Background: an optimization exercise with open tools, aiming at small area. Do not read the settings as production practice.
Function was checked by simulation only, so behaviour that the tests miss may differ from the original.
Power is estimated from default activity; no workload was simulated.

### flow/design.v
`timescale 1ns / 1ps
module countdisplay_VGA(
    input clk,
    input rst,
    input [1:0]btn,
    input [1:0]btn2,
    input [1:0]count_light,
    input [3:0]count_55_0,
    input [3:0]count_55_1,
    input [3:0]turn_left_en,
    output [2:0] r,
    output [2:0] g,
    output [1:0] b,
    output hs,
    output vs
    );
    function [9:0] add10; input [9:0] a; input [9:0] b; integer i; reg c; begin
        c = 1'b0;
        for (i = 0; i < 10; i = i + 1) begin add10[i] = a[i] ^ b[i] ^ c; c = (a[i] & b[i]) | (c & (a[i] ^ b[i])); end
    end endfunction
    function [9:0] sub10; input [9:0] a; input [9:0] b; integer i; reg c; begin
        c = 1'b0;   
        for (i = 0; i < 10; i = i + 1) begin sub10[i] = a[i] ^ b[i] ^ c; c = (~a[i] & b[i]) | (c & ~(a[i] ^ b[i])); end
    end endfunction
    function [9:0] inc10; input [9:0] a; integer i; reg c; begin
        c = 1'b1;
        for (i = 0; i < 10; i = i + 1) begin inc10[i] = a[i] ^ c; c = a[i] & c; end
    end endfunction
    function lt10; input [9:0] a; input [9:0] b; integer i; reg r; begin
        r = 1'b0;
        for (i = 0; i < 10; i = i + 1) r = (~a[i] & b[i]) | (~(a[i] ^ b[i]) & r);
        lt10 = r;
    end endfunction
    function inr; input [9:0] x; input [9:0] lo; input [9:0] hi; begin
        inr = ~lt10(x, lo) & ~lt10(hi, x);
    end endfunction
    function ltc7; input [6:0] a; input [6:0] b; begin ltc7 = lt10({3'd0, a}, {3'd0, b}); end endfunction
    function ltc8; input [7:0] a; input [7:0] b; begin ltc8 = lt10({2'd0, a}, {2'd0, b}); end endfunction
    function ltc9; input [8:0] a; input [8:0] b; begin ltc9 = lt10({1'd0, a}, {1'd0, b}); end endfunction
    function ltc10; input [9:0] a; input [9:0] b; begin ltc10 = lt10(a, b); end endfunction
    function [9:0] stepk; input [9:0] a; input s; integer i; reg c; begin
        c = s;
        for (i = 0; i < 10; i = i + 1) begin stepk[i] = a[i] ^ c; c = a[i] & c; end
    end endfunction
    reg [9:0] hcount, vcount;
    reg rr, gg;
    assign r = {3{rr}};
    assign g = {3{gg}};
    assign b = 2'b00;
    assign hs = ~lt10(hcount, 10'd96);
    assign vs = |vcount[9:1];
    wire [9:0] h = hcount;
    wire [9:0] v = vcount;
    wire h_end = hcount[9] & hcount[8] & (&hcount[4:0]);           
    wire v_end = vcount[9] & vcount[3];                             
    wire vs_rise = h_end && (vcount[9:1] == 9'd0) && vcount[0];    
    always @(posedge clk) hcount <= (!rst || h_end) ? 10'd0 : stepk(hcount, 1'b1);
    always @(posedge clk) vcount <= (!rst || (h_end && v_end)) ? 10'd0 : stepk(vcount, h_end);
    reg [4:0] hj, vj;
    always @(posedge clk) begin
        if (!rst) hj <= 5'd0;
        else hj <= {hj[3:0], ~hj[4]};
    end
    always @(posedge clk) begin
        if (!rst) vj <= 5'd0;
        else if (h_end) vj <= v_end ? 5'd0 : {vj[3:0], ~vj[4]};
    end
    wire hm = ~hj[4] & ~hj[2];    
    wire vm = ~vj[4] & ~vj[2];    
    wire [1:0] cl = count_light;
    wire red1 = ~btn[1];           
    wire red2 = ~btn2[1];
    wire go_d = (btn == 2'b11) && (cl == 2'b01);
    wire go_r = (btn2 == 2'b11) && (cl == 2'b10);
    wire go_l = (btn2 == 2'b11) && (cl == 2'b00);
    wire go_u = (btn == 2'b11) && (cl == 2'b11);
    reg [6:0] tr0_k;    
    reg [6:0] tr1_k;    
    reg [7:0] tr2_k;    
    reg [7:0] tr3_k;    
    reg [8:0] tl0_k;    
    reg [7:0] tl1_k;    
    reg [8:0] tl2_k;    
    reg [7:0] tl3_k;    
    reg [8:0] dc_k;    
    reg [8:0] uc_k;    
    reg [9:0] rc_k;    
    reg [9:0] lc_k;    
    wire dc_last = (&{dc_k[8], dc_k[7], dc_k[6], dc_k[4], dc_k[0]}), tl0_last = (&{tl0_k[8], tl0_k[7], tl0_k[6], tl0_k[5], tl0_k[4], tl0_k[0]});
    wire dc_mv = go_d || (red1 && !ltc9(dc_k, 9'd92));
    wire grpA = vs_rise && !dc_last && (dc_mv || (red1 && !ltc9(tl0_k, 9'd92)));
    always @(posedge clk) dc_k <= (!rst || (vs_rise && dc_last)) ? 9'd78 : stepk({1'd0, dc_k}, grpA && dc_mv);
    always @(posedge clk) tl0_k <= (!rst || (grpA && tl0_last)) ? 9'd78 : stepk({1'd0, tl0_k}, grpA);
    wire rc_last = (&{rc_k[9], rc_k[8], rc_k[6], rc_k[5], rc_k[0]});
    wire rc_mv = go_r || (red2 && !ltc10(rc_k, 10'd307));
    wire grpF = vs_rise && !rc_last && (rc_mv || (red2 && !ltc8(tl1_k, 8'd55)));
    always @(posedge clk) rc_k <= (!rst || (vs_rise && rc_last)) ? 10'd291 : stepk(rc_k, grpF && rc_mv);
    always @(posedge clk) tl1_k <= (!rst) ? 8'd39 : stepk({2'd0, tl1_k}, grpF && !(&{tl1_k[7], tl1_k[6], tl1_k[5], tl1_k[2]}));
    wire lc_last = (&{lc_k[9], lc_k[8]}), tl3_last = (&{tl3_k[7], tl3_k[6], tl3_k[5], tl3_k[1], tl3_k[0]});
    wire lc_mv = go_l || (red2 && !ltc10(lc_k, 10'd226));
    wire grpG = vs_rise && !lc_last && (lc_mv || (red2 && !ltc8(tl3_k, 8'd38)));
    always @(posedge clk) lc_k <= (!rst || (vs_rise && lc_last)) ? 10'd202 : stepk(lc_k, grpG && lc_mv);
    always @(posedge clk) tl3_k <= (!rst || (grpG && tl3_last)) ? 8'd26 : stepk({2'd0, tl3_k}, grpG);
    wire uc_last = (&{uc_k[8], uc_k[7], uc_k[6], uc_k[5], uc_k[3], uc_k[0]}), tl2_last = (&{tl2_k[8], tl2_k[6], tl2_k[4], tl2_k[2], tl2_k[1], tl2_k[0]});
    wire uc_mv = go_u || (red1 && !ltc9(uc_k, 9'd103));
    wire grpH = vs_rise && !uc_last && (uc_mv || (red1 && !ltc9(tl2_k, 9'd63)));
    always @(posedge clk) uc_k <= (!rst || (vs_rise && uc_last)) ? 9'd94 : stepk({1'd0, uc_k}, grpH && uc_mv);
    always @(posedge clk) tl2_k <= (!rst || (grpH && tl2_last)) ? 9'd54 : stepk({1'd0, tl2_k}, grpH);
    wire tr0_st = vs_rise && (!turn_left_en[0] || !ltc7(tr0_k, 7'd54));
    always @(posedge clk) tr0_k <= (!rst || (tr0_st && (&{tr0_k[6], tr0_k[5]}))) ? 7'd32 : stepk({3'd0, tr0_k}, tr0_st);
    wire tr1_st = vs_rise && (!turn_left_en[1] || !ltc7(tr1_k, 7'd20));
    always @(posedge clk) tr1_k <= (!rst || (tr1_st && (&{tr1_k[6], tr1_k[5], tr1_k[4], tr1_k[2], tr1_k[1]}))) ? 7'd12 : stepk({3'd0, tr1_k}, tr1_st);
    wire tr2_st = vs_rise && (!turn_left_en[2] || !ltc8(tr2_k, 8'd44));
    always @(posedge clk) tr2_k <= (!rst || (tr2_st && (&{tr2_k[7], tr2_k[6], tr2_k[5], tr2_k[4], tr2_k[2], tr2_k[1], tr2_k[0]}))) ? 8'd36 : stepk({2'd0, tr2_k}, tr2_st);
    wire tr3_st = vs_rise && (!turn_left_en[3] || !ltc8(tr3_k, 8'd99));
    always @(posedge clk) tr3_k <= (!rst || (tr3_st && (&{tr3_k[7], tr3_k[6], tr3_k[4], tr3_k[3], tr3_k[2], tr3_k[0]}))) ? 8'd90 : stepk({2'd0, tr3_k}, tr3_st);
    wire early = (hcount == 10'd0);
    wire [9:0] bx_v   = h | ({10{early}} & v);
    wire [9:0] bx_nvh = h | ({10{early}} & ~{1'b0, v[9:1]});
    wire [9:0] bx_v2  = h | ({10{early}} & {v[8:0], 1'b0});
    wire [9:0] bx_nv2 = h | ({10{early}} & ~{v[8:0], 1'b0});
    wire [9:0] tr0_op = {3'd0, tr0_k};
    wire [9:0] tr0_s = sub10(bx_nvh, tr0_op);
    wire [9:0] tr0_t = ~tr0_s;
    wire tr0_h = (inr(tr0_s, 10'd638, 10'd641));
    wire tr0_v = ((ltc7(tr0_k, 7'd64)) && (inr(tr0_t, 10'd256, 10'd257) | inr(tr0_t, 10'd259, 10'd260) | inr(tr0_t, 10'd262, 10'd263)))
        | ((!ltc7(tr0_k, 7'd64)) && (inr(v, 10'd384, 10'd387) | inr(v, 10'd390, 10'd393) | inr(v, 10'd396, 10'd399)));
    reg tr0_vr;
    always @(posedge clk) if (early) tr0_vr <= tr0_v;
    wire tr0_hit = tr0_h & tr0_vr;
    wire [9:0] tr1_op = {2'd0, tr1_k, 1'b0};
    wire [9:0] tr1_s = add10(bx_v2, tr1_op);
    wire [9:0] tr1_t = {1'b0, tr1_s[9:1]};
    wire tr1_h = ((ltc7(tr1_k, 7'd48)) && (inr(tr1_s, 10'd739, 10'd742) | inr(tr1_s, 10'd745, 10'd748) | inr(tr1_s, 10'd757, 10'd760)))
        | ((!ltc7(tr1_k, 7'd48)) && (inr(h, 10'd643, 10'd646) | inr(h, 10'd649, 10'd652) | inr(h, 10'd661, 10'd664)));
    wire tr1_v = (inr(tr1_t, 10'd147, 10'd150));
    reg tr1_vr;
    always @(posedge clk) if (early) tr1_vr <= tr1_v;
    wire tr1_hit = tr1_h & tr1_vr;
    wire [9:0] tr2_op = {2'd0, tr2_k};
    wire [9:0] tr2_s = add10(bx_nvh, tr2_op);
    wire [9:0] tr2_t = ~tr2_s;
    wire tr2_h = (inr(tr2_s, 10'd276, 10'd279));
    wire tr2_v = ((ltc8(tr2_k, 8'd64)) && (inr(tr2_t, 10'd11, 10'd12) | inr(tr2_t, 10'd14, 10'd15) | inr(tr2_t, 10'd17, 10'd18) | inr(tr2_t, 10'd20, 10'd21)))
        | ((!ltc8(tr2_k, 8'd64)) && (inr(v, 10'd150, 10'd153) | inr(v, 10'd156, 10'd159) | inr(v, 10'd162, 10'd165) | inr(v, 10'd168, 10'd171)));
    reg tr2_vr;
    always @(posedge clk) if (early) tr2_vr <= tr2_v;
    wire tr2_hit = tr2_h & tr2_vr;
    wire [9:0] tr3_op = {1'd0, tr3_k, 1'b0};
    wire [9:0] tr3_s = sub10(bx_v2, tr3_op);
    wire [9:0] tr3_t = {1'b0, tr3_s[9:1]};
    wire tr3_h = ((ltc8(tr3_k, 8'd128)) && (inr(tr3_s, 10'd22, 10'd25) | inr(tr3_s, 10'd28, 10'd31) | inr(tr3_s, 10'd34, 10'd37) | inr(tr3_s, 10'd40, 10'd43)))
        | ((!ltc8(tr3_k, 8'd128)) && (inr(h, 10'd278, 10'd281) | inr(h, 10'd284, 10'd287) | inr(h, 10'd290, 10'd293) | inr(h, 10'd296, 10'd299)));
    wire tr3_v = ((inr(tr3_t, 10'd310, 10'd313)) & (v[9] | v[8]));
    reg tr3_vr;
    always @(posedge clk) if (early) tr3_vr <= tr3_v;
    wire tr3_hit = tr3_h & tr3_vr;
    wire [9:0] tl0_op = {1'd0, tl0_k};
    wire [9:0] tl0_s = add10(bx_v, tl0_op);
    wire [9:0] tl0_t = tl0_s;
    wire tl0_h = ((ltc9(tl0_k, 9'd106)) && (inr(h, 10'd471, 10'd474)))
        | ((!ltc9(tl0_k, 9'd106)) && (inr(tl0_s, 10'd577, 10'd580)));
    wire tl0_v = ((ltc9(tl0_k, 9'd256)) && (inr(tl0_t, 10'd496, 10'd499) | inr(tl0_t, 10'd502, 10'd505) | inr(tl0_t, 10'd508, 10'd511)))
        | ((!ltc9(tl0_k, 9'd256)) && (inr(v, 10'd240, 10'd243) | inr(v, 10'd246, 10'd249) | inr(v, 10'd252, 10'd255)));
    reg tl0_vr;
    always @(posedge clk) if (early) tl0_vr <= tl0_v;
    wire tl0_hit = tl0_h & tl0_vr;
    wire [9:0] tl1_op = (ltc8(tl1_k, 8'd64)) ? {2'd0, tl1_k} : {1'd0, tl1_k, 1'b0};
    wire [9:0] tl1_s = add10(bx_nv2, tl1_op);
    wire [9:0] tl1_t = {1'b0, ~tl1_s[9:1]};
    wire tl1_h = ((ltc8(tl1_k, 8'd64)) && (inr(tl1_s, 10'd754, 10'd757) | inr(tl1_s, 10'd760, 10'd763) | inr(tl1_s, 10'd766, 10'd769)))
        | ((!ltc8(tl1_k, 8'd64)) && (inr(tl1_s, 10'd818, 10'd821) | inr(tl1_s, 10'd824, 10'd827) | inr(tl1_s, 10'd830, 10'd833)));
    wire tl1_v = ((ltc8(tl1_k, 8'd64)) && (inr(v, 10'd240, 10'd243)))
        | ((!ltc8(tl1_k, 8'd64)) && (inr(tl1_t, 10'd176, 10'd179)));
    reg tl1_vr;
    always @(posedge clk) if (early) tl1_vr <= tl1_v;
    wire tl1_hit = tl1_h & tl1_vr;
    wire [9:0] tl2_op = (ltc9(tl2_k, 9'd256)) ? {tl2_k[8:0], 1'b0} : {1'd0, tl2_k};
    wire [9:0] tl2_s = sub10(bx_v2, tl2_op);
    wire [9:0] tl2_t = {1'b0, tl2_s[9:1]};
    wire tl2_h = ((ltc9(tl2_k, 9'd132)) && (inr(h, 10'd445, 10'd448)))
        | ((!ltc9(tl2_k, 9'd132) && ltc9(tl2_k, 9'd256)) && (inr(tl2_s, 10'd181, 10'd184)))
        | ((!ltc9(tl2_k, 9'd256)) && (inr(tl2_s, 10'd437, 10'd440)));
    wire tl2_v = ((ltc9(tl2_k, 9'd256)) && (inr(tl2_t, 10'd46, 10'd49) | inr(tl2_t, 10'd52, 10'd55) | inr(tl2_t, 10'd58, 10'd61)))
        | ((!ltc9(tl2_k, 9'd256)) && (inr(v, 10'd302, 10'd305) | inr(v, 10'd308, 10'd311) | inr(v, 10'd314, 10'd317)));
    reg tl2_vr;
    always @(posedge clk) if (early) tl2_vr <= tl2_v;
    wire tl2_hit = tl2_h & tl2_vr;
    wire [9:0] tl3_op = {1'd0, tl3_k, 1'b0};
    wire [9:0] tl3_s = sub10(bx_nv2, tl3_op);
    wire [9:0] tl3_t = {1'b0, ~tl3_s[9:1]};
    wire tl3_h = ((ltc8(tl3_k, 8'd168)) && (inr(tl3_s, 10'd150, 10'd153) | inr(tl3_s, 10'd156, 10'd159) | inr(tl3_s, 10'd162, 10'd165)))
        | ((!ltc8(tl3_k, 8'd168)) && (inr(h, 10'd486, 10'd489) | inr(h, 10'd492, 10'd495) | inr(h, 10'd498, 10'd501)));
    wire tl3_v = (inr(tl3_t, 10'd316, 10'd319));
    reg tl3_vr;
    always @(posedge clk) if (early) tl3_vr <= tl3_v;
    wire tl3_hit = tl3_h & tl3_vr;
    wire [9:0] dc_s = add10(v, {1'd0, dc_k});
    wire dc_h = (inr(h, 10'd488, 10'd491) | inr(h, 10'd503, 10'd506) | inr(h, 10'd518, 10'd521) | inr(h, 10'd608, 10'd611) | inr(h, 10'd623, 10'd626) | inr(h, 10'd638, 10'd641));
    wire dc_v = (inr(dc_s, 10'd496, 10'd499) | inr(dc_s, 10'd502, 10'd505) | inr(dc_s, 10'd508, 10'd511) | inr(dc_s, 10'd514, 10'd517));
    wire dc_hit = dc_h & dc_v;
    wire [9:0] uc_s = sub10(v, {1'd0, uc_k});
    wire uc_h = (inr(h, 10'd278, 10'd281) | inr(h, 10'd293, 10'd296) | inr(h, 10'd308, 10'd311) | inr(h, 10'd408, 10'd411) | inr(h, 10'd423, 10'd426) | inr(h, 10'd438, 10'd441));
    wire uc_v = (~lt10(10'd3, uc_s) | inr(uc_s, 10'd6, 10'd9) | inr(uc_s, 10'd12, 10'd15) | inr(uc_s, 10'd18, 10'd21));
    wire uc_hit = uc_h & uc_v;
    wire [9:0] rc_s = add10(h, rc_k);
    wire rc_h = (~lt10(10'd3, rc_s) | inr(rc_s, 10'd1006, 10'd1009) | inr(rc_s, 10'd1012, 10'd1015) | inr(rc_s, 10'd1018, 10'd1021));
    wire rc_v = (inr(v, 10'd172, 10'd175) | inr(v, 10'd182, 10'd185) | inr(v, 10'd192, 10'd195) | inr(v, 10'd212, 10'd215) | inr(v, 10'd222, 10'd225) | inr(v, 10'd232, 10'd235));
    wire rc_hit = rc_h & rc_v;
    wire [9:0] lc_s = sub10(h, lc_k);
    wire lc_h = (~lt10(10'd3, lc_s) | inr(lc_s, 10'd6, 10'd9) | inr(lc_s, 10'd12, 10'd15) | inr(lc_s, 10'd1018, 10'd1021));
    wire lc_v = (inr(v, 10'd319, 10'd322) | inr(v, 10'd329, 10'd332) | inr(v, 10'd339, 10'd342) | inr(v, 10'd359, 10'd362) | inr(v, 10'd369, 10'd372) | inr(v, 10'd379, 10'd382));
    wire lc_hit = lc_h & lc_v;
    wire car_hit = (~early & (tr0_hit | tr1_hit | tr2_hit | tr3_hit | tl0_hit | tl1_hit | tl2_hit | tl3_hit)) | dc_hit | uc_hit | rc_hit | lc_hit;
    wire arrow_hit = (((v == 10'd104)) && ((h == 10'd522) || (h == 10'd642)))
      || (((v == 10'd105)) && (inr(h, 10'd521, 10'd523) || inr(h, 10'd641, 10'd643)))
      || (((v == 10'd106) || inr(v, 10'd109, 10'd114)) && (inr(h, 10'd520, 10'd524) || inr(h, 10'd640, 10'd644)))
      || (((v == 10'd107)) && (inr(h, 10'd519, 10'd525) || inr(h, 10'd639, 10'd645)))
      || (((v == 10'd108)) && (inr(h, 10'd518, 10'd526) || inr(h, 10'd638, 10'd646)))
      || (((v == 10'd163) || (v == 10'd171) || (v == 10'd223) || (v == 10'd231)) && ((h == 10'd220)))
      || (((v == 10'd164) || (v == 10'd170) || (v == 10'd224) || (v == 10'd230)) && (inr(h, 10'd220, 10'd221)))
      || (((v == 10'd165) || (v == 10'd169) || (v == 10'd225) || (v == 10'd229)) && (inr(h, 10'd214, 10'd222)))
      || (((v == 10'd166) || (v == 10'd168) || (v == 10'd226) || (v == 10'd228)) && (inr(h, 10'd214, 10'd223)))
      || (((v == 10'd167) || (v == 10'd227)) && (inr(h, 10'd214, 10'd224)))
      || (((v == 10'd178) || (v == 10'd251)) && ((h == 10'd726)))
      || (((v == 10'd179) || (v == 10'd250)) && (inr(h, 10'd725, 10'd727)))
      || (((v == 10'd180) || (v == 10'd246) || (v == 10'd249)) && (inr(h, 10'd724, 10'd728)))
      || (((v == 10'd181) || (v == 10'd248)) && (inr(h, 10'd723, 10'd729)))
      || (((v == 10'd182) || (v == 10'd247)) && (inr(h, 10'd722, 10'd730)))
      || (((v == 10'd183)) && (inr(h, 10'd725, 10'd728)))
      || (((v == 10'd184)) && (inr(h, 10'd724, 10'd727)))
      || (((v == 10'd185)) && (inr(h, 10'd722, 10'd725)))
      || (((v == 10'd186)) && (inr(h, 10'd722, 10'd725) || (h == 10'd730)))
      || (((v == 10'd187)) && (inr(h, 10'd721, 10'd724) || inr(h, 10'd730, 10'd731)))
      || (((v == 10'd188) || (v == 10'd192) || (v == 10'd237) || (v == 10'd241)) && (inr(h, 10'd715, 10'd732)))
      || (((v == 10'd189) || (v == 10'd191) || (v == 10'd238) || (v == 10'd240)) && (inr(h, 10'd715, 10'd733)))
      || (((v == 10'd190) || (v == 10'd239)) && (inr(h, 10'd715, 10'd734)))
      || (((v == 10'd193) || (v == 10'd236)) && (inr(h, 10'd730, 10'd731)))
      || (((v == 10'd194) || (v == 10'd235)) && ((h == 10'd730)))
      || (((v == 10'd242)) && (inr(h, 10'd720, 10'd724) || inr(h, 10'd730, 10'd731)))
      || (((v == 10'd243)) && (inr(h, 10'd721, 10'd725) || (h == 10'd730)))
      || (((v == 10'd244)) && (inr(h, 10'd722, 10'd726)))
      || (((v == 10'd245)) && (inr(h, 10'd723, 10'd727)))
      || (((v == 10'd308) || (v == 10'd381)) && ((h == 10'd209)))
      || (((v == 10'd309) || (v == 10'd380)) && (inr(h, 10'd208, 10'd209)))
      || (((v == 10'd310)) && (inr(h, 10'd207, 10'd224)))
      || (((v == 10'd311)) && (inr(h, 10'd206, 10'd224) || (h == 10'd719)))
      || (((v == 10'd312)) && (inr(h, 10'd205, 10'd224) || inr(h, 10'd718, 10'd719)))
      || (((v == 10'd313)) && (inr(h, 10'd206, 10'd224) || inr(h, 10'd717, 10'd725)))
      || (((v == 10'd314)) && (inr(h, 10'd207, 10'd224) || inr(h, 10'd716, 10'd725)))
      || (((v == 10'd315)) && (inr(h, 10'd208, 10'd209) || inr(h, 10'd215, 10'd219) || inr(h, 10'd715, 10'd725)))
      || (((v == 10'd316)) && ((h == 10'd209) || inr(h, 10'd214, 10'd218) || inr(h, 10'd716, 10'd725)))
      || (((v == 10'd317)) && (inr(h, 10'd213, 10'd217) || inr(h, 10'd717, 10'd725)))
      || (((v == 10'd318)) && (inr(h, 10'd212, 10'd216) || inr(h, 10'd718, 10'd719)))
      || (((v == 10'd319)) && (inr(h, 10'd211, 10'd215) || (h == 10'd719)))
      || (((v == 10'd320) || (v == 10'd369)) && (inr(h, 10'd209, 10'd217)))
      || (((v == 10'd321) || (v == 10'd368)) && (inr(h, 10'd210, 10'd216)))
      || (((v == 10'd322) || (v == 10'd367) || (v == 10'd370)) && (inr(h, 10'd211, 10'd215)))
      || (((v == 10'd323) || (v == 10'd366)) && (inr(h, 10'd212, 10'd214)))
      || (((v == 10'd324) || (v == 10'd365)) && ((h == 10'd213)))
      || (((v == 10'd371)) && (inr(h, 10'd212, 10'd216) || (h == 10'd719)))
      || (((v == 10'd372)) && (inr(h, 10'd213, 10'd217) || inr(h, 10'd718, 10'd719)))
      || (((v == 10'd373)) && ((h == 10'd209) || inr(h, 10'd214, 10'd218) || inr(h, 10'd717, 10'd725)))
      || (((v == 10'd374)) && (inr(h, 10'd208, 10'd209) || inr(h, 10'd215, 10'd219) || inr(h, 10'd716, 10'd725)))
      || (((v == 10'd375)) && (inr(h, 10'd207, 10'd224) || inr(h, 10'd715, 10'd725)))
      || (((v == 10'd376)) && (inr(h, 10'd206, 10'd224) || inr(h, 10'd716, 10'd725)))
      || (((v == 10'd377)) && (inr(h, 10'd205, 10'd224) || inr(h, 10'd717, 10'd725)))
      || (((v == 10'd378)) && (inr(h, 10'd206, 10'd224) || inr(h, 10'd718, 10'd719)))
      || (((v == 10'd379)) && (inr(h, 10'd207, 10'd224) || (h == 10'd719)))
      || (((v == 10'd416)) && (inr(h, 10'd279, 10'd283) || inr(h, 10'd399, 10'd403) || (h == 10'd531) || (h == 10'd640)))
      || (((v == 10'd417)) && (inr(h, 10'd279, 10'd283) || inr(h, 10'd399, 10'd403) || inr(h, 10'd530, 10'd532) || inr(h, 10'd639, 10'd641) || (h == 10'd649)))
      || (((v == 10'd418)) && (inr(h, 10'd279, 10'd283) || inr(h, 10'd399, 10'd403) || (h == 10'd522) || inr(h, 10'd529, 10'd533) || inr(h, 10'd638, 10'd642) || inr(h, 10'd649, 10'd650)))
      || (((v == 10'd419)) && (inr(h, 10'd279, 10'd283) || inr(h, 10'd399, 10'd403) || inr(h, 10'd521, 10'd522) || inr(h, 10'd528, 10'd534) || inr(h, 10'd637, 10'd643) || inr(h, 10'd649, 10'd651)))
      || (((v == 10'd420)) && (inr(h, 10'd279, 10'd283) || inr(h, 10'd399, 10'd403) || inr(h, 10'd521, 10'd523) || inr(h, 10'd527, 10'd535) || inr(h, 10'd636, 10'd644) || inr(h, 10'd649, 10'd652)))
      || (((v == 10'd421)) && (inr(h, 10'd279, 10'd283) || inr(h, 10'd399, 10'd403) || inr(h, 10'd519, 10'd523) || inr(h, 10'd529, 10'd533) || inr(h, 10'd638, 10'd642) || inr(h, 10'd648, 10'd653)))
      || (((v == 10'd422)) && (inr(h, 10'd277, 10'd285) || inr(h, 10'd397, 10'd405) || inr(h, 10'd518, 10'd524) || inr(h, 10'd529, 10'd533) || inr(h, 10'd638, 10'd642) || inr(h, 10'd647, 10'd654)))
      || (((v == 10'd423)) && (inr(h, 10'd278, 10'd284) || inr(h, 10'd398, 10'd404) || inr(h, 10'd517, 10'd525) || inr(h, 10'd529, 10'd533) || inr(h, 10'd638, 10'd642) || inr(h, 10'd646, 10'd655)))
      || (((v == 10'd424)) && (inr(h, 10'd279, 10'd283) || inr(h, 10'd399, 10'd403) || inr(h, 10'd516, 10'd526) || inr(h, 10'd529, 10'd533) || inr(h, 10'd638, 10'd642) || inr(h, 10'd645, 10'd654)))
      || (((v == 10'd425)) && (inr(h, 10'd280, 10'd282) || inr(h, 10'd400, 10'd402) || inr(h, 10'd517, 10'd527) || inr(h, 10'd529, 10'd533) || inr(h, 10'd638, 10'd642) || inr(h, 10'd644, 10'd653)))
      || (((v == 10'd426)) && ((h == 10'd281) || (h == 10'd401) || inr(h, 10'd518, 10'd522) || inr(h, 10'd524, 10'd533) || inr(h, 10'd638, 10'd647) || inr(h, 10'd649, 10'd652)))
      || (((v == 10'd427)) && (inr(h, 10'd519, 10'd522) || inr(h, 10'd525, 10'd533) || inr(h, 10'd638, 10'd646) || inr(h, 10'd649, 10'd651)))
      || (((v == 10'd428)) && (inr(h, 10'd520, 10'd522) || inr(h, 10'd526, 10'd533) || inr(h, 10'd638, 10'd645) || inr(h, 10'd649, 10'd650)))
      || (((v == 10'd429)) && (inr(h, 10'd521, 10'd522) || inr(h, 10'd527, 10'd533) || inr(h, 10'd638, 10'd644) || (h == 10'd649)))
      || (((v == 10'd430)) && ((h == 10'd522) || inr(h, 10'd528, 10'd533) || inr(h, 10'd638, 10'd643)))
      || ((inr(v, 10'd431, 10'd435)) && (inr(h, 10'd529, 10'd533) || inr(h, 10'd638, 10'd642)));
    function le5; input [4:0] a; input [4:0] c; integer i; reg r; begin
        r = 1'b1;
        for (i = 0; i < 5; i = i + 1) r = (~a[i] & c[i]) | (~(a[i] ^ c[i]) & r);
        le5 = r;
    end endfunction
    function in5; input [4:0] x; input [4:0] lo; input [4:0] hi; begin
        in5 = le5(lo, x) & le5(x, hi);
    end endfunction
    function glyph;
        input [3:0] d;
        input [4:0] x;
        input [4:0] y;
        reg T, U, M, L, B, Lc, Cc, Rc, one;
        reg [9:0] dd;
        begin
            T = le5(y, 5'd2); U = in5(y, 5'd3, 5'd8); M = in5(y, 5'd9, 5'd10);
            L = in5(y, 5'd11, 5'd16); B = in5(y, 5'd17, 5'd19);
            Lc = le5(x, 5'd4); Cc = in5(x, 5'd10, 5'd14); Rc = in5(x, 5'd15, 5'd19);
            one = ((y == 5'd0) & Cc) | ((y == 5'd1) & in5(x, 5'd6, 5'd14)) | ((y == 5'd2) & in5(x, 5'd3, 5'd14))
                | (in5(y, 5'd3, 5'd17) & Cc) | (in5(y, 5'd18, 5'd19) & in5(x, 5'd5, 5'd19));
            dd = 10'd0;
            case (d)
            4'd0: dd[0] = 1'b1; 4'd1: dd[1] = 1'b1; 4'd2: dd[2] = 1'b1; 4'd3: dd[3] = 1'b1; 4'd4: dd[4] = 1'b1;
            4'd5: dd[5] = 1'b1; 4'd6: dd[6] = 1'b1; 4'd7: dd[7] = 1'b1; 4'd8: dd[8] = 1'b1; 4'd9: dd[9] = 1'b1;
            default: dd = 10'd0;
            endcase
            glyph = ((dd[0] | dd[2] | dd[3] | dd[5] | dd[6] | dd[7] | dd[8] | dd[9]) & T)
                  | ((dd[2] | dd[3] | dd[4] | dd[5] | dd[6] | dd[8] | dd[9]) & M)
                  | ((dd[0] | dd[2] | dd[3] | dd[5] | dd[6] | dd[8]) & B)
                  | ((dd[0] | dd[4] | dd[5] | dd[6] | dd[8] | dd[9]) & U & Lc)
                  | ((dd[0] | dd[2] | dd[3] | dd[7] | dd[8] | dd[9]) & U & Rc)
                  | ((dd[0] | dd[2] | dd[6] | dd[8]) & L & Lc)
                  | ((dd[0] | dd[3] | dd[5] | dd[6] | dd[7] | dd[8] | dd[9]) & L & Rc)
                  | (dd[0] & M & Lc)
                  | ((dd[0] | dd[7]) & M & Rc)
                  | ((dd[7] | dd[9]) & B & Rc)
                  | (dd[4] & (((T | U) & (Lc | Cc)) | ((L | B) & Cc)))
                  | (dd[1] & one);
        end
    endfunction
    wire t = cl[0];
    wire [4:0] P = t ? h[4:0] : v[4:0];
    wire [4:0] Q = t ? v[4:0] : h[4:0];
    reg rowin, inL, inR; reg [4:0] yc, xcL, xcR;
    always @* begin
        case (cl)
        2'b01: begin rowin = inr(v, 10'd360, 10'd379); inL = inr(h, 10'd500, 10'd519); inR = inr(h, 10'd470, 10'd489); yc = 5'd24; xcL = 5'd12; xcR = 5'd10; end
        2'b11: begin rowin = inr(v, 10'd170, 10'd189); inL = inr(h, 10'd380, 10'd399); inR = inr(h, 10'd350, 10'd369); yc = 5'd22; xcL = 5'd4;  xcR = 5'd2;  end
        2'b10: begin rowin = inr(h, 10'd620, 10'd639); inL = inr(v, 10'd195, 10'd214); inR = inr(v, 10'd225, 10'd244); yc = 5'd20; xcL = 5'd23; xcR = 5'd21; end
        default: begin rowin = inr(h, 10'd273, 10'd292); inL = inr(v, 10'd350, 10'd369); inR = inr(v, 10'd380, 10'd399); yc = 5'd15; xcL = 5'd18; xcR = 5'd16; end
        endcase
    end
    function [4:0] add5; input [4:0] a; input [4:0] b; integer i; reg c; begin
        c = 1'b0;
        for (i = 0; i < 5; i = i + 1) begin add5[i] = a[i] ^ b[i] ^ c; c = (a[i] & b[i]) | (c & (a[i] ^ b[i])); end
    end endfunction
    wire [4:0] y = add5(Q, yc);
    wire [4:0] x = add5(t ? P : ~P, inL ? xcL : xcR);
    wire [3:0] dsel = inL ? count_55_0 : count_55_1;
    wire digit_hit = rowin & (inL | inR) & glyph(dsel, x, y);
    wire v390_410 = inr(v, 10'd390, 10'd410);
    wire a0 = v390_410 & (inr(h, 10'd470, 10'd490) | inr(h, 10'd500, 10'd520));
    wire c0 = v390_410 & inr(h, 10'd530, 10'd550);
    wire h663_683 = inr(h, 10'd663, 10'd683);
    wire a1 = h663_683 & (inr(v, 10'd225, 10'd245) | inr(v, 10'd255, 10'd275));
    wire c1 = h663_683 & inr(v, 10'd195, 10'd215);
    wire v140_160 = inr(v, 10'd140, 10'd160);
    wire a2 = v140_160 & (inr(h, 10'd380, 10'd400) | inr(h, 10'd410, 10'd430));
    wire c2 = v140_160 & inr(h, 10'd350, 10'd370);
    wire h243_263 = inr(h, 10'd243, 10'd263);
    wire a3 = h243_263 & (inr(v, 10'd350, 10'd370) | inr(v, 10'd320, 10'd340));
    wire c3 = h243_263 & inr(v, 10'd380, 10'd400);
    wire hwide = inr(h, 10'd15, 10'd783);
    wire vtall = ~lt10(v, 10'd15);
    wire bl01 = (inr(v, 10'd405, 10'd415) | inr(v, 10'd120, 10'd130)) & hwide & hm;
    wire bl23 = (inr(h, 10'd230, 10'd240) | inr(h, 10'd700, 10'd710)) & vtall & vm;
    wire ylin = (inr(v, 10'd282, 10'd285) & (inr(h, 10'd15, 10'd230) | inr(h, 10'd710, 10'd775)))
            | (inr(h, 10'd465, 10'd468) & (inr(v, 10'd415, 10'd480) | inr(v, 10'd15, 10'd120)));
    wire dl = ((inr(v, 10'd206, 10'd209) | inr(v, 10'd345, 10'd348)) & hwide & hm & (lt10(h, 10'd230) | lt10(10'd700, h)))
            | ((inr(h, 10'd584, 10'd587) | inr(h, 10'd352, 10'd355)) & vtall & vm & (lt10(v, 10'd120) | lt10(10'd415, v)));
    wire b1ok = ~(btn[1] & ~btn[0]);
    wire b2ok = ~(btn2[1] & ~btn2[0]);
    reg s_hit, s_r, s_g;
    always @* begin
        s_hit = 1'b1; s_r = 1'b1; s_g = 1'b0;
        if (a0 && (cl != 2'b01 || b1ok)) begin s_r = (cl != 2'b01) | ~btn[1]; s_g = (cl == 2'b01) & btn[0]; end
        else if (c0) begin s_r = 1'b0; s_g = 1'b1; end
        else if (a1 && (cl != 2'b10 || b2ok)) begin s_r = (cl != 2'b10) | ~btn2[1]; s_g = (cl == 2'b10) & btn2[0]; end
        else if (c1) begin s_r = 1'b0; s_g = 1'b1; end
        else if (a2) begin s_r = (cl != 2'b11) | (btn == 2'b01) | (btn2 == 2'b01); s_g = (cl == 2'b11); end
        else if (c2) begin s_r = 1'b0; s_g = 1'b1; end
        else if (a3 && (cl != 2'b00 || b2ok)) begin s_r = (cl != 2'b00) | ~btn2[1]; s_g = (cl == 2'b00) & btn2[0]; end
        else if (c3) begin s_r = 1'b0; s_g = 1'b1; end
        else if (bl01 && b1ok) begin s_r = btn[0]; s_g = ~btn[1]; end
        else if (bl23 && b2ok) begin s_r = btn2[0]; s_g = ~btn2[1]; end
        else if (ylin) begin s_r = 1'b1; s_g = 1'b1; end
        else if (dl) begin s_r = 1'b1; s_g = 1'b0; end
        else s_hit = 1'b0;
    end
    wire r_next = s_hit ? s_r : car_hit;
    wire g_next = s_hit ? s_g : (!car_hit && (digit_hit || arrow_hit));
    always @(posedge clk) begin
        if (!rst) begin rr <= 1'b0; gg <= 1'b0; end
        else begin rr <= r_next; gg <= g_next; end
    end
endmodule
### flow/run.sh
#!/bin/bash
# synth_recipe.tcl (not shown) runs the flow's synth.tcl, then flattens the netlist and writes it again
# the make line also repeats each setting of config.mk as NAME=value (left out here)
make -C /OpenROAD-flow-scripts/flow DESIGN_CONFIG=/design/flow/config.mk WORK_HOME=/design/flow/orfs CLKGATE_MAP_FILE= SYNTH_SCRIPT=/design/flow/synth_recipe.tcl finish
### flow/config.mk
export PLATFORM = sky130hd
export DESIGN_NAME = countdisplay_VGA
export DESIGN_NICKNAME = countdisplay_VGA
export VERILOG_FILES = /design/flow/design.v
export SDC_FILE = /design/flow/constraint.sdc
export NUM_CORES = 4
export LEC_CHECK = 0
export ABC_AREA = 1
export CAP_MARGIN = 0
export CORE_MARGIN = 2
export CORE_UTILIZATION = 40
export CTS_BUF_LIST = sky130_fd_sc_hd__clkbuf_8
export SLEW_MARGIN = 0
export SYNTH_MEMORY_MAX_BITS = 65536
### flow/constraint.sdc
create_clock -name core_clock -period 20.0 [get_ports {clk}]
set_input_delay 4.0000 -clock core_clock [delete_from_list [all_inputs] [get_ports {clk}]]
set_output_delay 4.0000 -clock core_clock [all_outputs]
set_load 0.01 [all_outputs]
==> flow_metrics.py, run 1 <==
metrics = {
    "die": {
        "io-pin-count": 30,
        "fp-row-count": 72,
        "initial_core_util_pct": 40.5,
        "die_x_um": 202,
        "die_h_um": 202,
        "core_mm2": 0.0386,
        "dieArea_mm2": 0.0406,
    },
    "clocking": {
        "htreeDepth": 4,
        "clock-root-buffer": "clkbuf_8",
        "postCtsHoldBufs": 0,
        "postCtsResizedCells": 0,
        "cts_tree": "yes",
        "clk_path_buf_depth": 2,
        "post_cts_buffers": 0,
        "clk_pin_slew_ns": 0.10,
        "cts_buffers": 17,
        "cts_sinks": 142,
        "clock_latency_ns": 0.50,
    },
    "yosys": {
        "syn_inst": 2292,
        "ys.flop_type": "dfxtp_1",
        "synth_area_leaders": "dfxtp_1 (17%), fa_1 (12%), ha_1 (11%)",
        "synth_edf_count": 8,
        "netlist_area_mm2": 0.0156,
        "yosys_register_bits": 142,
        "ys_types": 71,
        "seq_area_frac_synth_pct": 18.7,
        "ys_warn_count": 1,
        "async_flop_share_pct": 0,
        "yosysTopAreaCell": "dfxtp_1",
        "syn_avg_cell_area_um2": 6.81,
        "synth_top_area_share_pct": 17.2,
    },
    "pwr": {
        "leakagePower_nw": 7.82,
        "clockPowerShare_pct": 34.6,
        "switching_share_pct": 33.2,
        "p_seq_share_pct": 42.5,
        "p_comb_share_pct": 23.0,
        "p_switching_mw": 0.227,
        "peakVddDrop_v": 0.0000637,
        "cellInternalPower_mw": 0.456,
        "power.density_mw_per_mm2": 40.5,
    },
    "setup_path": {
        "timing.rr.end": "rr$_SDFF_PN0_",
        "start_kind": "input port",
        "arrival_ns": 9.37,
        "worstPathRequired_ns": 20.36,
        "r2r_setup_slack_ns": 12.16,
        "max_stage_delay_ns": 0.95,
        "crit_fanout": 25,
        "crit_slowest_cell": "clkdlybuf4s50_1",
        "cp-end-kind": "register",
        "crit_type": "input port to register",
        "r2r_start": "hcount[9]$_SDFF_PP0_",
        "reg2reg_depth": 25,
    },
    "sta": {
        "setup_viol": 0,
        "hold_violations": 0,
        "min_period_over_period_pct": 45.0,
        "worstMarginPinSlew_ns": 1.29,
        "min_period_ns": 9.01,
        "finClkSkew_ns": 0.0264,
        "rsz0062_at_grt": "false",
        "fmax_mhz": 111,
        "relSlewSlack_pct": 13.2,
        "setup_ws_ns": 10.99,
        "fin_tns_setup_ns": 0,
        "drv_slew": 0,
        "hold_slack_ns": 0.424,
    },
    "cells_and_area": {
        "final-seq-area_mm2": 0.00292,
        "drive_gt1_share_pct": 7.12,
        "utilization_pct": 43.7,
        "postLayoutCellArea_mm2": 0.0168,
        "final_nets": 2556,
        "area_delta_synth_final_pct": 7.88,
        "num-fill-cells": 4188,
        "multi_input_area_mm2": 0.0109,
    },
    "route": {
        "vias_per_cell": 5.79,
        "routed_wl_um": 62700,
        "drc": 0,
        "firstDrtPassIters": 6,
        "ant_nets": 0,
        "initialDrtViolationCount": 1912,
        "avgRoutedWirePerCell_um": 22.1,
        "routed-via-count": 16445,
    },
    "worst_hold_path": {
        "hold_start": "hj[0]$_SDFF_PN0_",
        "hp-class": "register to register",
        "whs_endpoint": "hj[1]$_SDFF_PN0_",
        "hold_path_depth": 2,
    },
    "global_route": {
        "grt_overflow": 0,
        "grt_max_degree": 39,
        "grt_util_all_layers_pct": 30.9,
        "antenna_found_initial": 2,
        "grt_pass1_vias": 16221,
        "grt_pass1_wl_um": 95600,
    },
    "placement": {
        "placed_area_mm2": 0.0164,
        "place.gp.congestion": 1.02,
        "place_worst_setup_slack_ns": 10.52,
        "dp_hpwl_um": 49500,
        "port_buffers": 27,
    },
    "job": {
        "max-cap-violations": 0,
    },
    "outcome": {
        "outcome": "timing/DRC/antenna clean",
    },
}
-- through the flow --
stage | power, mW | std cells
floorplan | 0.407 | 2293
global placement | 0.448 | 2805
detailed placement | 0.451 | 2805
CTS | 0.689 | 2836
global route | 0.720 | 2836
finish | 0.683 | 2840
-- power groups by stage --
stage	logic, mW	registers [mW]	clock network [mW]
floorplan	0.111	0.296	0
global placement	0.152	0.296	0
detailed placement	0.154	0.297	0
CTS	0.155	0.290	0.243
global route	0.178	0.290	0.252
finish	0.157	0.290	0.236
-- cell usage in the layout, fill, tap and decap left out, drive strengths merged, types with 25 or more instances in the layout --
cell type      Yosys  routed
a21oi             71      71
nand2            416     416
nor3              56      56
nand4             51      51
o22ai             25      25
nand3            130     130
dfxtp            134     134
clkdlybuf4s50      0      27
ha               135     135
inv              399     404
or2               49      49
nor2             309     309
o21ai            168     168
buf               33      27
fa                95      95
-- synth_stat cells, types with 14 or more instances --
| library cell | n |
|---|---|
| clkbuf_1 | 27 |
| a21oi_1 | 68 |
| dfxtp_1 | 134 |
| o22ai_1 | 24 |
| buf_2 | 17 |
| o211ai_1 | 19 |
| a31oi_1 | 22 |
| nand4_1 | 50 |
| inv_2 | 19 |
| fa_1 | 95 |
| inv_1 | 380 |
| nor3_1 | 55 |
| o31ai_1 | 14 |
| nor4_1 | 14 |
| o21ai_0 | 152 |
| ha_1 | 135 |
| nor2_1 | 296 |
| nand2_1 | 402 |
| nand3_1 | 126 |
| or2_2 | 44 |
| xnor2_1 | 19 |
-- worst max path at each step --
stage | startpoint | end | slack (ns) | depth (start not counted)
floorplan | count_light[0] | gg$_SDFF_PN0_ | 12.19 | 29
global placement | count_light[0] | gg$_SDFF_PN0_ | 10.65 | 30
detailed placement | count_light[0] | gg$_SDFF_PN0_ | 10.52 | 31
CTS | count_light[0] | gg$_SDFF_PN0_ | 11.07 | 29
global route | count_light[0] | gg$_SDFF_PN0_ | 10.42 | 29
finish | count_light[0] | gg$_SDFF_PN0_ | 10.99 | 29
-- state kept, by name, indices dropped and copies added, names as in the netlist, 9 cells and up --
register / cells
lc_k: 10
vcount: 10
hcount: 10
rc_k: 10
uc_k: 9
tl2_k: 9
tl0_k: 9
dc_k: 9
-- critical path, delay by kind of cell --
kind / cells / cell delay, ns
AO/OA/AOI/OAI: 2 / 0.29
adder cells (fa/ha/maj): 4 / 1.74
buffers and inverters: 5 / 1.61
AND/OR/NAND/NOR: 18 / 1.71
-- final cells by class --
type                            instances  share of cell area, %
Multi-Input combinational cell       1690                   64.7
Sequential cell                       142                   17.4
Inverter                              401                   8.94
Tap cell                              518                   3.85
Timing Repair Buffer                   54                   2.81
Clock buffer                           18                   1.47
Clock inverter                         13                  0.825
Antenna cell                            4                 0.0594
-- routing by layer --
| layer | routed length (um) | GRT usage, % |
|---|---|---|
| met5 | 13 | 0 |
| met4 | 3510 | 16.9 |
| met3 | 6150 | 7.00 |
| met2 | 27700 | 48.7 |
| met1 | 25200 | 39.1 |
-- cells by family after synthesis --
logic type / synth area share, %
simple gates: 29.6
xor+xnor: 1.80
mux: 0.144
compound gates: 15.1
flops: 18.7
buf+inv: 11.6
fa+ha+maj: 23.0
other cells: 0.0240
==> run 2, diff against run 1 <==
--- a/flow/design.v
+++ b/flow/design.v
@@ -119,6 +119,10 @@
     wire [9:0] bx_nvh = h | ({10{early}} & ~{1'b0, v[9:1]});
     wire [9:0] bx_v2  = h | ({10{early}} & {v[8:0], 1'b0});
     wire [9:0] bx_nv2 = h | ({10{early}} & ~{v[8:0], 1'b0});
+    wire [9:0] rc_s = add10(bx_v, early ? {1'd0, dc_k} : rc_k);
+    wire [9:0] lc_s = sub10(bx_v, early ? {1'd0, uc_k} : lc_k);
+    wire [9:0] dc_s = rc_s;    
+    wire [9:0] uc_s = lc_s;    
     wire [9:0] tr0_op = {3'd0, tr0_k};
     wire [9:0] tr0_s = sub10(bx_nvh, tr0_op);
     wire [9:0] tr0_t = ~tr0_s;
@@ -195,23 +199,23 @@
     reg tl3_vr;
     always @(posedge clk) if (early) tl3_vr <= tl3_v;
     wire tl3_hit = tl3_h & tl3_vr;
-    wire [9:0] dc_s = add10(v, {1'd0, dc_k});
     wire dc_h = (inr(h, 10'd488, 10'd491) | inr(h, 10'd503, 10'd506) | inr(h, 10'd518, 10'd521) | inr(h, 10'd608, 10'd611) | inr(h, 10'd623, 10'd626) | inr(h, 10'd638, 10'd641));
     wire dc_v = (inr(dc_s, 10'd496, 10'd499) | inr(dc_s, 10'd502, 10'd505) | inr(dc_s, 10'd508, 10'd511) | inr(dc_s, 10'd514, 10'd517));
-    wire dc_hit = dc_h & dc_v;
-    wire [9:0] uc_s = sub10(v, {1'd0, uc_k});
+    reg dc_vr;
+    always @(posedge clk) if (early) dc_vr <= dc_v;
+    wire dc_hit = dc_h & dc_vr;
     wire uc_h = (inr(h, 10'd278, 10'd281) | inr(h, 10'd293, 10'd296) | inr(h, 10'd308, 10'd311) | inr(h, 10'd408, 10'd411) | inr(h, 10'd423, 10'd426) | inr(h, 10'd438, 10'd441));
     wire uc_v = (~lt10(10'd3, uc_s) | inr(uc_s, 10'd6, 10'd9) | inr(uc_s, 10'd12, 10'd15) | inr(uc_s, 10'd18, 10'd21));
-    wire uc_hit = uc_h & uc_v;
-    wire [9:0] rc_s = add10(h, rc_k);
+    reg uc_vr;
+    always @(posedge clk) if (early) uc_vr <= uc_v;
+    wire uc_hit = uc_h & uc_vr;
     wire rc_h = (~lt10(10'd3, rc_s) | inr(rc_s, 10'd1006, 10'd1009) | inr(rc_s, 10'd1012, 10'd1015) | inr(rc_s, 10'd1018, 10'd1021));
     wire rc_v = (inr(v, 10'd172, 10'd175) | inr(v, 10'd182, 10'd185) | inr(v, 10'd192, 10'd195) | inr(v, 10'd212, 10'd215) | inr(v, 10'd222, 10'd225) | inr(v, 10'd232, 10'd235));
     wire rc_hit = rc_h & rc_v;
-    wire [9:0] lc_s = sub10(h, lc_k);
     wire lc_h = (~lt10(10'd3, lc_s) | inr(lc_s, 10'd6, 10'd9) | inr(lc_s, 10'd12, 10'd15) | inr(lc_s, 10'd1018, 10'd1021));
     wire lc_v = (inr(v, 10'd319, 10'd322) | inr(v, 10'd329, 10'd332) | inr(v, 10'd339, 10'd342) | inr(v, 10'd359, 10'd362) | inr(v, 10'd369, 10'd372) | inr(v, 10'd379, 10'd382));
     wire lc_hit = lc_h & lc_v;
-    wire car_hit = (~early & (tr0_hit | tr1_hit | tr2_hit | tr3_hit | tl0_hit | tl1_hit | tl2_hit | tl3_hit)) | dc_hit | uc_hit | rc_hit | lc_hit;
+    wire car_hit = (~early & (tr0_hit | tr1_hit | tr2_hit | tr3_hit | tl0_hit | tl1_hit | tl2_hit | tl3_hit | rc_hit | lc_hit)) | dc_hit | uc_hit;
     wire arrow_hit = (((v == 10'd104)) && ((h == 10'd522) || (h == 10'd642)))
       || (((v == 10'd105)) && (inr(h, 10'd521, 10'd523) || inr(h, 10'd641, 10'd643)))
       || (((v == 10'd106) || inr(v, 10'd109, 10'd114)) && (inr(h, 10'd520, 10'd524) || inr(h, 10'd640, 10'd644)))
--- a/flow/config.mk
+++ b/flow/config.mk
@@ -9,6 +9,6 @@
 export CAP_MARGIN = 0
 export CORE_MARGIN = 2
 export CORE_UTILIZATION = 40
-export CTS_BUF_LIST = sky130_fd_sc_hd__clkbuf_8
+export CTS_BUF_LIST = sky130_fd_sc_hd__clkbuf_4 sky130_fd_sc_hd__clkbuf_8
 export SLEW_MARGIN = 0
 export SYNTH_MEMORY_MAX_BITS = 65536
==> run 2 against run 1 <==
  * Flip-flop and latch count is 2 higher
  * Via count is 0.48% lower
  * Setup slack better by 0.25 ns
  * Largest cell class unchanged
  * Largest power group unchanged
==> flow_metrics.py, run 2 <==
metrics = {
    "outcome": {
        "outcome": "timing/DRC/antenna clean",
    },
    "clocking": {
        "clk_path_buf_depth": 2,
        "clock_latency_ns": 0.49,
        "cts_sinks": 144,
        "clk_pin_slew_ns": 0.09,
        "clock-root-buffer": "clkbuf_8",
        "cts_tree": "yes",
        "postCtsResizedCells": 0,
        "post_cts_buffers": 0,
        "postCtsHoldBufs": 0,
        "cts_buffers": 17,
        "htreeDepth": 4,
    },
    "sta": {
        "fmax_mhz": 114,
        "fin_tns_setup_ns": 0,
        "hold_violations": 0,
        "rsz0062_at_grt": "false",
        "min_period_over_period_pct": 43.8,
        "min_period_ns": 8.75,
        "setup_viol": 0,
        "worstMarginPinSlew_ns": 1.36,
        "drv_slew": 0,
        "finClkSkew_ns": 0.0177,
        "relSlewSlack_pct": 8.41,
    },
    "setup_path": {
        "max_stage_delay_ns": 0.88,
        "arrival_ns": 9.11,
        "worstPathRequired_ns": 20.36,
        "r2r_setup_slack_ns": 11.93,
        "crit_type": "input port to register",
        "path_delay_family": "adder cells",
        "crit_fanout": 24,
        "crit_slowest_cell": "clkdlybuf4s50_1",
        "cp-end-kind": "register",
        "start_kind": "input port",
        "worst-path-buf-inv": 4,
    },
    "route": {
        "ant_nets": 0,
        "firstDrtPassIters": 8,
        "drc": 0,
        "routed-via-count": 16366,
        "avgRoutedWirePerCell_um": 23.0,
        "routed_wl_um": 65100,
        "vias_per_cell": 5.78,
        "initialDrtViolationCount": 1226,
    },
    "yosys": {
        "yosys_register_bits": 144,
        "synth_top_family_by_area": "simple AND/OR/NAND/NOR gates",
        "synth_fa_ha_area_share_pct": 21.1,
        "seq_area_frac_synth_pct": 19.2,
        "synth_edf_count": 10,
        "ys_warn_count": 1,
        "yosys.cell_count.top_type": "nand2_1",
        "ys_types": 68,
        "yosysTopAreaCell": "dfxtp_1",
        "syn_avg_cell_area_um2": 6.73,
        "synth_area_leaders": "dfxtp_1 (17%), ha_1 (11%), fa_1 (10%)",
        "syn_inst": 2306,
        "ys.flop_type": "dfxtp_1",
        "synth_common_cells": "nand2_1 (402), inv_1 (364), nor2_1 (301)",
        "netlist_area_mm2": 0.0155,
        "synth_top_area_share_pct": 17.3,
        "synth_xor_area_share_pct": 1.58,
        "synth_compound_area_share_pct": 15.2,
        "synth_mux_area_share_pct": 0.790,
        "async_flop_share_pct": 0,
        "yosys.area_share.simple_pct": 30.8,
    },
    "worst_hold_path": {
        "hp-class": "register to register",
    },
    "die": {
        "die_x_um": 201,
        "core_mm2": 0.0385,
        "dieArea_mm2": 0.0404,
        "initial_core_util_pct": 40.3,
        "io-pin-count": 30,
        "die_h_um": 201,
        "fp-row-count": 72,
    },
    "global_route": {
        "antenna_found_initial": 1,
        "grt_overflow": 0,
        "grt_max_degree": 56,
        "grt_util_all_layers_pct": 32.3,
        "grt_pass1_vias": 16171,
        "grt_pass1_wl_um": 98600,
    },
    "placement": {
        "port_buffers": 27,
        "place.gp.congestion": 1.04,
        "placed_area_mm2": 0.0162,
        "dp_hpwl_um": 51800,
    },
    "cells_and_area": {
        "layout_commonest_cell": "nand2_1",
        "area_delta_synth_final_pct": 7.06,
        "drive_gt1_share_pct": 6.61,
        "postLayoutCellArea_mm2": 0.0166,
        "final_cell_mix": "nand2_1 (402), inv_1 (364), nor2_1 (301), o21ai_0 (153), nand3_1 (149)",
        "final_nets": 2534,
    },
    "pwr": {
        "leakagePower_nw": 7.84,
        "power.density_mw_per_mm2": 43.0,
        "peakVddDrop_v": 0.0000580,
    },
    "job": {
        "max-cap-violations": 0,
    },
}
-- run 2: cell count changes in the layout (fill, tap and decap cells not counted), moves of 10 or more --
| cell | change |
|---|---|
| inv_1 | -17 |
| fa_1 | -16 |
| inv_2 | -14 |
| buf_4 | -12 |
| nor3_1 | -13 |
| a21oi_1 | +27 |
| nand3_1 | +23 |
| mux2i_1 | +10 |
| o2111ai_1 | +12 |
-- run 2: area by class of cell --
type	instances	area, um2
Tap cell	518	648
Antenna cell	1	2.50
Sequential cell	144	2980
Clock inverter	12	135
Inverter	377	1420
Clock buffer	20	263
Timing Repair Buffer	42	383
Fill cell	4166	21900
Multi-Input combinational cell	1718	10800
-- run 2: worst reg2reg max path: cells and delay by family, from the launching register on --
| kind | cells | cell delay [ns] |
|---|---|---|
| adders and majority gates | 9 | 3.60 |
| and+or+nand+nor | 13 | 1.95 |
| AOI/OAI and AO/OA | 3 | 0.63 |
| buffers and inverters | 6 | 1.53 |
| DFF | 1 | 0.31 |
-- run 2: kinds of logic (layout without fill, tap and decap cells) --
kind of cell	count (synthesis)	after routing
compound gates	393	393
buf+inv	445	451
xor+xnor	28	28
fa+ha+maj	214	214
mux	12	12
other cells	1	3
flops	144	144
simple gates	1069	1069
-- run 2: per-stage QoR --
stage / util [%] / setup WS [ns] / instances / hold slack, ns / total power [mW]
final: 43.2 / 11.25 / 2832 / 0.415 / 0.714
after global routing: 43.2 / 10.75 / 2831 / 0.452 / 0.755
after CTS: 43.2 / 11.30 / 2831 / 0.418 / 0.720
after detailed placement: 42.2 / 10.75 / 2799 / 0.395 / 0.480
after global placement: 42.2 / 10.88 / 2799 / 0.395 / 0.476
after floorplan: - / 12.05 / 2307 / 0.390 / 0.431
-- run 2: per-layer routing --
layer / vias up / global-route usage, % / share of wire (%)
li1: 7608 / - / -
met1: 7607 / 39.5 / 39
met2: 900 / 51.2 / 44
met3: 251 / 6.44 / 8.7
met4: 0 / 22.2 / 7.4
met5: - / 0 / 0
-- run 2: worst paths after layout --
path | startpoint | cells after the start | endpoint
hold reg to reg | hj[0]$_SDFF_PN0_ | 2 | hj[1]$_SDFF_PN0_
hold / removal | hj[0]$_SDFF_PN0_ | 2 | hj[1]$_SDFF_PN0_
setup reg to reg | hcount[0]$_SDFF_PP0_ | 31 | gg$_SDFF_PN0_
setup / recovery | count_light[0] | 28 | gg$_SDFF_PN0_
-- run 2: where the power goes --
group,internal [mW],switching [mW]
clock,0.117,0.121
sequential,0.293,0.00117
combinational,0.0612,0.120
total,0.472,0.242
==> run 3, diff against run 2 <==
--- a/flow/config.mk
+++ b/flow/config.mk
@@ -9,6 +9,6 @@
 export CAP_MARGIN = 0
 export CORE_MARGIN = 2
 export CORE_UTILIZATION = 40
-export CTS_BUF_LIST = sky130_fd_sc_hd__clkbuf_4 sky130_fd_sc_hd__clkbuf_8
+export CTS_BUF_LIST = sky130_fd_sc_hd__clkbuf_8
 export SLEW_MARGIN = 0
 export SYNTH_MEMORY_MAX_BITS = 65536
==> run 3 against run 2 <==
  * Routed wire length shrank 0.18%
  * Global-route usage about the same
  * First-iteration DRC count rose by 4.5%
  * Highest routed layer unchanged
==> flow_metrics.py, run 3 <==
metrics = {
    "outcome": {
        "outcome": "timing/DRC/antenna clean",
    },
    "sta": {
        "drv_slew": 0,
        "fin_tns_setup_ns": 0,
        "finClkSkew_ns": 0.0178,
        "worstMarginPinSlew_ns": 1.26,
        "min_period_ns": 8.75,
        "fmax_mhz": 114,
        "min_period_over_period_pct": 43.8,
        "hold_violations": 0,
        "relSlewSlack_pct": 15.0,
        "setup_viol": 0,
        "rsz0062_at_grt": "false",
    },
    "global_route": {
        "antenna_found_initial": 1,
        "grt_pass1_wl_um": 98600,
        "grt_max_degree": 56,
        "grt_overflow": 0,
        "grt_util_all_layers_pct": 32.3,
        "grt_pass1_vias": 16164,
    },
    "cells_and_area": {
        "num-fill-cells": 4167,
        "layout_commonest_cell": "nand2_1",
        "final_nets": 2534,
        "utilization_pct": 43.2,
        "area_delta_synth_final_pct": 7.01,
        "final_cell_mix": "nand2_1 (402), inv_1 (366), nor2_1 (301), o21ai_0 (153), nand3_1 (149)",
        "drive_gt1_share_pct": 6.53,
    },
    "die": {
        "die_h_um": 201,
        "initial_core_util_pct": 40.3,
        "dieArea_mm2": 0.0404,
        "io-pin-count": 30,
        "fp-row-count": 72,
        "core_mm2": 0.0385,
        "die_x_um": 201,
    },
    "worst_hold_path": {
        "hp-class": "register to register",
    },
    "route": {
        "routed_wl_um": 65000,
        "drc": 0,
        "ant_nets": 0,
        "avgRoutedWirePerCell_um": 23.0,
        "firstDrtPassIters": 8,
        "initialDrtViolationCount": 1281,
        "vias_per_cell": 5.77,
        "routed-via-count": 16349,
    },
    "clocking": {
        "postCtsHoldBufs": 0,
        "clk_pin_slew_ns": 0.09,
        "clock-root-buffer": "clkbuf_8",
        "post_cts_buffers": 0,
        "clock_latency_ns": 0.49,
        "cts_sinks": 144,
        "clk_path_buf_depth": 2,
        "htreeDepth": 4,
        "cts_buffers": 17,
        "postCtsResizedCells": 0,
        "cts_tree": "yes",
    },
    "pwr": {
        "peakVddDrop_v": 0.0000584,
        "leakagePower_nw": 7.84,
        "power.density_mw_per_mm2": 42.7,
        "total_power_mw": 0.709,
    },
    "yosys": {
        "yosys_register_bits": 144,
        "syn_avg_cell_area_um2": 6.73,
        "async_flop_share_pct": 0,
        "synth_area_leaders": "dfxtp_1 (17%), ha_1 (11%), fa_1 (10%)",
        "ys_warn_count": 1,
        "yosysTopAreaCell": "dfxtp_1",
        "syn_inst": 2306,
        "seq_area_frac_synth_pct": 19.2,
        "ys.flop_type": "dfxtp_1",
        "synth_top_area_share_pct": 17.3,
        "synth_edf_count": 10,
        "ys_types": 68,
        "synth_common_cells": "nand2_1 (402), inv_1 (364), nor2_1 (301)",
        "netlist_area_mm2": 0.0155,
        "yosys.cell_count.top_type": "nand2_1",
    },
    "setup_path": {
        "worstPathRequired_ns": 20.36,
        "arrival_ns": 9.11,
        "start_kind": "input port",
        "crit_type": "input port to register",
        "crit_fanout": 24,
        "cp-end-kind": "register",
    },
    "placement": {
        "dp_hpwl_um": 51800,
        "port_buffers": 27,
        "place.gp.congestion": 1.04,
    },
    "job": {
        "max-cap-violations": 0,
    },
}
-- run 3: worst paths after layout --
check	start	to	slack (ns)	depth (start not counted)
setup / recovery	count_light[0]	gg$_SDFF_PN0_	11.25	28
setup reg to reg	hcount[0]$_SDFF_PP0_	gg$_SDFF_PN0_	11.92	31
hold reg to reg	hj[0]$_SDFF_PN0_	hj[1]$_SDFF_PN0_	0.42	2
hold / removal	hj[0]$_SDFF_PN0_	hj[1]$_SDFF_PN0_	0.42	2
-- run 3: power breakdown --
group	total (mW)	internal, mW	leakage [nW]	switching [mW]
registers	0.295	0.293	1.18	0.00118
logic	0.181	0.0612	6.45	0.120
clock network	0.234	0.114	0.206	0.120
-- run 3: logic make-up (layout without fill, tap and decap cells) --
family | after synthesis | count (layout) | synth area share [%]
and+or+nand+nor | 1069 | 1069 | 30.8
buffers and inverters | 445 | 451 | 11.3
AOI/OAI and AO/OA | 393 | 393 | 15.2
adders and majority gates | 214 | 214 | 21.1
DFF | 144 | 144 | 19.2
xor gates and xnor gates | 28 | 28 | 1.58
muxes | 12 | 12 | 0.790
other | 1 | 3 | 0.0242
-- run 3: layer usage --
metal | global-route usage [%] | part of all wire, % | vias to the layer above
met5 | 0 | 0 | -
met4 | 22.2 | 7.6 | 0
li1 | - | - | 7609
met1 | 39.5 | 40 | 7615
met2 | 51.2 | 44 | 858
met3 | 6.44 | 8.4 | 267
-- run 3: cell type report --
cell class	instances	area (um2)	area share, %
multi-input combinational	1718	10800	64.9
inverter	377	1420	8.54
sequential	144	2980	18.0
timing repair buffer	42	383	2.31
clock buffer	18	248	1.49
clock inverter	14	143	0.859
antenna	1	2.50	0.0151
tap	518	648	3.90
-- run 3: metrics by stage --
| stage | hold WS [ns] | setup slack [ns] | instance area, um2 | std cells |
|---|---|---|---|---|
| 2_1_floorplan | 0.390 | 12.05 | 15500 | 2307 |
| 3_3_place_gp | 0.395 | 10.88 | 16200 | 2799 |
| 3_5_place_dp | 0.395 | 10.75 | 16200 | 2799 |
| 4_1_cts | 0.418 | 11.30 | 16600 | 2831 |
| 5_1_grt | 0.452 | 10.75 | 16600 | 2831 |
| 6_report | 0.417 | 11.25 | 16600 | 2832 |
-- run 3: worst max-delay path, stage by stage --
cell	delay (ns)
clkdlybuf4s50_1	0.88
inv_1	0.22
ha_1	0.45
nor2_2	0.22
nand3_4	0.14
nand2_2	0.24
nand3_1	0.12
nand2_1	0.08
inv_1	0.05
fa_1	0.41
fa_1	0.40
fa_1	0.47
inv_1	0.12
o21ai_0	0.13
a21oi_1	0.14
nand3_1	0.13
nand3_1	0.11
nand3_1	0.08
nand3_1	0.09
nand2_1	0.05
a21oi_1	0.10
nand3_1	0.07
nor2_1	0.08
nand2_1	0.08
nand2_1	0.06
nand2_1	0.04
nand2_1	0.08
a21oi_2	0.05
==> run 4, diff against run 3 <==
--- a/flow/config.mk
+++ b/flow/config.mk
@@ -10,5 +10,7 @@
 export CORE_MARGIN = 2
 export CORE_UTILIZATION = 40
 export CTS_BUF_LIST = sky130_fd_sc_hd__clkbuf_8
+export CTS_CLUSTER_DIAMETER = 300
+export CTS_CLUSTER_SIZE = 60
 export SLEW_MARGIN = 0
 export SYNTH_MEMORY_MAX_BITS = 65536
==> run 4 against run 3 <==
  * Flip-flop and latch count unchanged
  * First-iteration DRC count unchanged
  * Via count unchanged
  * Global-route usage unchanged
  * Area after synthesis unchanged
  * Fmax unchanged
  * Synthesized cell count unchanged
  * Largest cell class unchanged
  * Routed wire length unchanged
  * Worst hold slack unchanged
  * Highest routed layer unchanged
==> flow_metrics.py, run 4 <==
metrics = {
    "outcome": {
        "outcome": "timing/DRC/antenna clean",
    },
    "placement": {
        "dp_hpwl_um": 51800,
        "port_buffers": 27,
    },
    "yosys": {
        "yosys.cell_count.top_type": "nand2_1",
        "synth_top_area_share_pct": 17.3,
        "ys.flop_type": "dfxtp_1",
        "ys_warn_count": 1,
        "synth_edf_count": 10,
    },
    "die": {
        "initial_core_util_pct": 40.3,
        "dieArea_mm2": 0.0404,
        "die_x_um": 201,
    },
    "cells_and_area": {
        "final_nets": 2534,
        "layout_commonest_cell": "nand2_1",
        "num-fill-cells": 4167,
        "postLayoutCellArea_mm2": 0.0166,
    },
    "sta": {
        "worstMarginPinSlew_ns": 1.26,
        "setup_viol": 0,
        "fmax_mhz": 114,
        "relSlewSlack_pct": 15.0,
        "rsz0062_at_grt": "false",
    },
    "setup_path": {
        "arrival_ns": 9.11,
        "r2r_start": "hcount[0]$_SDFF_PP0_",
        "worstPathRequired_ns": 20.36,
        "start_kind": "input port",
    },
    "clocking": {
        "cts_buffers": 17,
        "postCtsHoldBufs": 0,
        "cts_sinks": 144,
        "cts_tree": "yes",
    },
    "route": {
        "drc": 0,
        "avgRoutedWirePerCell_um": 23.0,
        "ant_nets": 0,
    },
    "pwr": {
        "power.density_mw_per_mm2": 42.7,
        "peakVddDrop_v": 0.0000584,
    },
    "worst_hold_path": {
        "hold_start": "hj[0]$_SDFF_PN0_",
    },
}
run 4: cell counts after synthesis:
Identical to the previous run, type by type.
run 4: critical path, stage by stage:
cell,delay (ns)
clkdlybuf4s50_1,0.88
inv_1,0.22
ha_1,0.45
nor2_2,0.22
nand3_4,0.14
nand2_2,0.24
nand3_1,0.12
nand2_1,0.08
inv_1,0.05
fa_1,0.41
fa_1,0.40
fa_1,0.47
inv_1,0.12
o21ai_0,0.13
a21oi_1,0.14
nand3_1,0.13
nand3_1,0.11
nand3_1,0.08
nand3_1,0.09
nand2_1,0.05
a21oi_1,0.10
nand3_1,0.07
nor2_1,0.08
nand2_1,0.08
nand2_1,0.06
nand2_1,0.04
nand2_1,0.08
a21oi_2,0.05
run 4: how the worst max path moves through the flow:
stage / slack [ns] / endpoint / from
4_1_cts: 11.30 / gg$_SDFF_PN0_ / count_light[0]
5_1_grt: 10.75 / gg$_SDFF_PN0_ / count_light[0]
6_report: 11.25 / gg$_SDFF_PN0_ / count_light[0]
3_5_place_dp: 10.75 / gg$_SDFF_PN0_ / count_light[0]
2_1_floorplan: 12.05 / gg$_SDFF_PN0_ / count_light[0]
3_3_place_gp: 10.88 / gg$_SDFF_PN0_ / count_light[0]
run 4: logic make-up after synthesis:
| logic type | share of synthesized area, % |
|---|---|
| AND/OR/NAND/NOR | 30.8 |
| buffers and inverters | 11.3 |
| AO/OA/AOI/OAI | 15.2 |
| adder cells (fa/ha/maj) | 21.1 |
| flip-flops | 19.2 |
| XOR/XNOR | 1.58 |
| multiplexers | 0.790 |
| other | 0.0242 |
run 4: stage by stage:
step | instances | utilization (%) | worst slack [ns] | power, mW
2_1_floorplan | 2307 | - | 12.05 | 0.431
3_3_place_gp | 2799 | 42.2 | 10.88 | 0.476
3_5_place_dp | 2799 | 42.2 | 10.75 | 0.480
4_1_cts | 2831 | 43.2 | 11.30 | 0.716
5_1_grt | 2831 | 43.2 | 10.75 | 0.751
6_report | 2832 | 43.2 | 11.25 | 0.709
run 4: per-layer routing:
| layer | vias to the layer above | global-route usage, % | share of wire [%] |
|---|---|---|---|
| met1 | 7615 | 39.5 | 40 |
| li1 | 7609 | - | - |
| met3 | 267 | 6.44 | 8.4 |
| met2 | 858 | 51.2 | 44 |
| met5 | - | 0 | 0 |
| met4 | 0 | 22.2 | 7.6 |
run 4: power breakdown:
part           internal, mW  switching, mW  total, mW
Combinational        0.0612          0.120      0.181
Sequential            0.293        0.00118      0.295
Clock                 0.114          0.120      0.234
run 4: layout make-up:
cell class | count | area [um2] | area share (%)
timing repair buffer | 42 | 383 | 2.31
multi-input combinational | 1718 | 10800 | 64.9
inverter | 377 | 1420 | 8.54
sequential | 144 | 2980 | 18.0
clock inverter | 14 | 143 | 0.859
antenna | 1 | 2.50 | 0.0151
clock buffer | 18 | 248 | 1.49
tap | 518 | 648 | 3.90

Check on run 4: ideal ports give 11.249 ns setup slack; a clkbuf_16 on the clock port and buf_2 on the inputs give 11.254 ns; moving port delays by the midpoint clock arrival (0.532 ns) as well gives 10.722 ns.
